Source: an optimization exercise on an open RTL-to-GDS flow (aim: small area and a short achievable clock period). Production flows keep margins and buffers that such runs may drop.
Only simulation tests tie the RTL to the original design; equivalence was not proved.

==> job 7615 <==
## fir_filter
module fir_filter (
    input wire clk,
    input wire rst,
    input wire valid_in,
    input wire load,
    input wire [63:0] coeff_in,
    input wire [15:0] signal_in,
    output reg valid_out,
    output reg [31:0] signal_out
);
    reg [15:0] c0, c1, c2, c3;
    reg [15:0] x0, x1, x2, x3;
    reg [120:0] mid;
    reg loaded, loaded_mid;
    always @(posedge clk) begin
        if (load) begin
            c0 <= coeff_in[15:0];
            c1 <= coeff_in[31:16];
            c2 <= coeff_in[47:32];
            c3 <= coeff_in[63:48];
        end
    end
    always @(posedge clk or posedge rst) begin
        if (rst) begin
            loaded <= 1'b0;
            loaded_mid <= 1'b0;
        end else begin
            if (load)
                loaded <= 1'b1;
            if (valid_in)
                loaded_mid <= loaded;
        end
    end
    always @(posedge clk or posedge rst) begin
        if (rst) begin
            x0 <= 16'd0;
            x1 <= 16'd0;
            x2 <= 16'd0;
            x3 <= 16'd0;
            valid_out <= 1'b0;
        end else begin
            if (valid_in) begin
                x0 <= signal_in;
                x1 <= x0;
                x2 <= x1;
                x3 <= x2;
            end
            valid_out <= valid_in;
        end
    end
    wire [255:0] pp0, pp1, pp2, pp3;
    genvar ga, gb;
    generate
        for (ga = 0; ga < 16; ga = ga + 1) begin : g_a
            for (gb = 0; gb < 16; gb = gb + 1) begin : g_b
                assign pp0[ga*16+gb] = ~(c0[ga] & x0[gb]);
                assign pp1[ga*16+gb] = ~(c1[ga] & x1[gb]);
                assign pp2[ga*16+gb] = ~(c2[ga] & x2[gb]);
                assign pp3[ga*16+gb] = ~(c3[ga] & x3[gb]);
            end
        end
    endgenerate
    wire fs1, fc2;
    fir_fa u_fa1 (.a(pp0[0]), .b(pp1[0]), .ci(pp2[0]), .s(fs1), .co(fc2));
    wire fs3, fc4;
    fir_fa u_fa2 (.a(pp0[16]), .b(pp0[1]), .ci(pp1[16]), .s(fs3), .co(fc4));
    wire fs5, fc6;
    fir_fa u_fa3 (.a(pp1[1]), .b(pp2[16]), .ci(pp2[1]), .s(fs5), .co(fc6));
    wire fs7, fc8;
    fir_fa u_fa4 (.a(pp3[16]), .b(pp3[1]), .ci(fc2), .s(fs7), .co(fc8));
    wire hs9, hc10;
    fir_fa u_ha1 (.a(fs3), .b(fs5), .ci(1'b1), .s(hs9), .co(hc10));
  ...
==> flow/config.mk <==
export PLATFORM = sky130hd
export DESIGN_NAME = fir_filter
export DESIGN_NICKNAME = fir_filter
export VERILOG_FILES = /design/flow/design.v
export SDC_FILE = /design/flow/constraint.sdc
export NUM_CORES = 4
export LEC_CHECK = 0
export CAP_MARGIN = 20
export CORE_MARGIN = 2
export CORE_UTILIZATION = 40
export SLEW_MARGIN = 20
export SYNTH_HIERARCHICAL = 1
==> flow/constraint.sdc <==
create_clock -name core_clock -period 6.5 [get_ports {clk}]
set_input_delay 1.3000 -clock core_clock [delete_from_list [all_inputs] [get_ports {clk}]]
set_output_delay 1.3000 -clock core_clock [all_outputs]
set_load 0.01 [all_outputs]
standard.sh (not shown) runs the stock make flow with config.mk's settings and CLKGATE_MAP_FILE= SYNTH_SCRIPT=/design/flow/synth_recipe.tcl, a recipe that flattens the netlist after the stock synthesis.
==> flow/flow/run.sh <==
#!/bin/bash
# Own layout flow: the standard layout (standard.sh), with smaller port
# buffers and stronger drivers on the registers that feed the partial products.
set -euo pipefail
here=$(pwd)
export FIX_FANOUT=12
bash standard.sh finish \
  "BUFFER_PORTS_ARGS=-buffer_cell sky130_fd_sc_hd__buf_2" \
  "POST_RESIZE_TCL=$here/flow/post_resize.tcl" \
  > "$here/standard.log" 2>&1
==> flow/flow/post_resize.tcl <==
# Give the registers that drive the partial products (16 or more loads each)
# a stronger output: a larger flip-flop where the library has one, else a buffer.
set nfix 0
foreach inst [get_cells *] {
  set ref [get_property $inst ref_name]
  if {![string match "sky130_fd_sc_hd__*df*" $ref]} { continue }
  set q [get_pins -quiet [get_full_name $inst]/Q]
  if {[llength $q] == 0} { continue }
  set net [get_nets -of_objects $q]
  set loads [get_pins -of_objects $net -filter "direction==input"]
  if {[llength $loads] < $::env(FIX_FANOUT)} { continue }
  if {$ref eq "sky130_fd_sc_hd__dfrtp_1"} {
    replace_cell $inst sky130_fd_sc_hd__dfrtp_4
  } elseif {$ref eq "sky130_fd_sc_hd__dfxtp_1"} {
    replace_cell $inst sky130_fd_sc_hd__dfxtp_4
  } else {
    insert_buffer -buffer_cell sky130_fd_sc_hd__buf_4 -net [get_full_name $net]
  }
  incr nfix
}
puts "post_resize: strengthened $nfix register outputs"
==> job 2050: changes against job 7615 <==
==> flow/run.sh (new file) <==
#!/bin/bash
# synth_recipe.tcl (not shown) runs the flow's synth.tcl, then flattens the netlist and writes it again
# the make line also repeats each setting of config.mk as NAME=value (left out here)
make -C /OpenROAD-flow-scripts/flow DESIGN_CONFIG=/design/flow/config.mk WORK_HOME=/design/flow/orfs CLKGATE_MAP_FILE= SYNTH_SCRIPT=/design/flow/synth_recipe.tcl finish
removed: flow/flow/run.sh
removed: flow/flow/post_resize.tcl
removed: flow/standard.sh
==> job 716: changes against job 7615 <==
--- a/flow/flow/run.sh
+++ b/flow/flow/run.sh
@@ -5,3 +5,4 @@
 here=$(pwd)
-export FIX_FANOUT=12
+export FIX_FANOUT=6
+export FIX_MARGIN=2.3
 bash standard.sh finish \
--- a/flow/flow/post_resize.tcl
+++ b/flow/flow/post_resize.tcl
@@ -21 +21,5 @@
 puts "post_resize: strengthened $nfix register outputs"
+if {[info exists ::env(FIX_MARGIN)]} {
+  estimate_parasitics -placement
+  repair_timing -setup -setup_margin $::env(FIX_MARGIN) -sequence "sizeup,swap" -skip_buffering -match_cell_footprint -verbose
+}
CORE_UTILIZATION = 55   (was 40)
PLACE_DENSITY = 0.72   (was default)
==> notes.md <==
                                                                  job 2050         job 716        job 7615
Result of the run                                           finished clean  finished clean  finished clean
Path depth of the worst reg2reg path                                     7               8               8
Multi-input combinational area share                                 68.8%           69.1%           68.3%
Launch point of the worst reg-to-reg path                           x0[12]           x2[7]          c3[14]
Met3 Wirelength                                                   20900 µm        25400 µm        20900 µm
Die area                                                         90000 µm²       65700 µm²       90000 µm²
Number of global-route vias before repair                            25200           26600           25500
Core Box Area                                                    86800 µm²       63100 µm²       86800 µm²
Final weighted congestion in routability-driven placement            0.973            1.07           0.993
R2R Setup Slk                                                      1.69 ns         2.14 ns         1.93 ns
Worst slew slack as a fraction of its limit                          15.3%           35.8%           39.8%
Cell area after layout                                           38000 µm²       37900 µm²       38300 µm²
Busiest layer in global routing                                       met1            met2            met1
Combined buffer and inverter count along the critical path               0               1               1
Peak clock frequency supported by timing                           208 MHz         229 MHz         219 MHz
Clock tree skew after final layout                               0.0305 ns       0.0469 ns       0.0354 ns
Syn-to-layout area delta                                             8.55%           8.23%           9.26%

==> what the ideal ports hide <==
In the flow no input, the clock included, has a driving cell. The finished layouts below were timed again as built, in two steps.
Step 1 (the two cells are an assumption about what drives the block):
set clk [get_ports {clk}]
set_driving_cell -lib_cell sky130_fd_sc_hd__clkbuf_16 $clk
set_driving_cell -lib_cell sky130_fd_sc_hd__buf_2 [delete_from_list [all_inputs] $clk]
Step 2 adds t to the input delays and takes it off the output delays; t is the mean of the earliest and latest rising clock arrival at the registers after step 1. Input paths then give back, and output paths get back, about the clock's delay inside the block.
Three values: ideal ports, drivers, drivers and shift; two values: the first two.
| run | shift t [ns] | slack for setup (ns) | worst hold slack (ns) | worst setup path after step 2 | clock arrival spread, ns |
|---|---|---|---|---|---|
| job 7615 | 0.641 | 1.933 / 1.933 / 1.933 | 0.487 / 0.487 / 0.487 | register to register | 0.036 / 0.036 |
| job 2050 | 0.641 | 1.688 / 1.688 / 1.688 | 0.476 / 0.476 / 0.476 | register to register | 0.031 / 0.031 |
| job 716 | 0.636 | 2.142 / 2.142 / 2.142 | 0.477 / 0.477 / 0.477 | register to register | 0.048 / 0.048 |
After both steps every run listed still meets setup and hold.
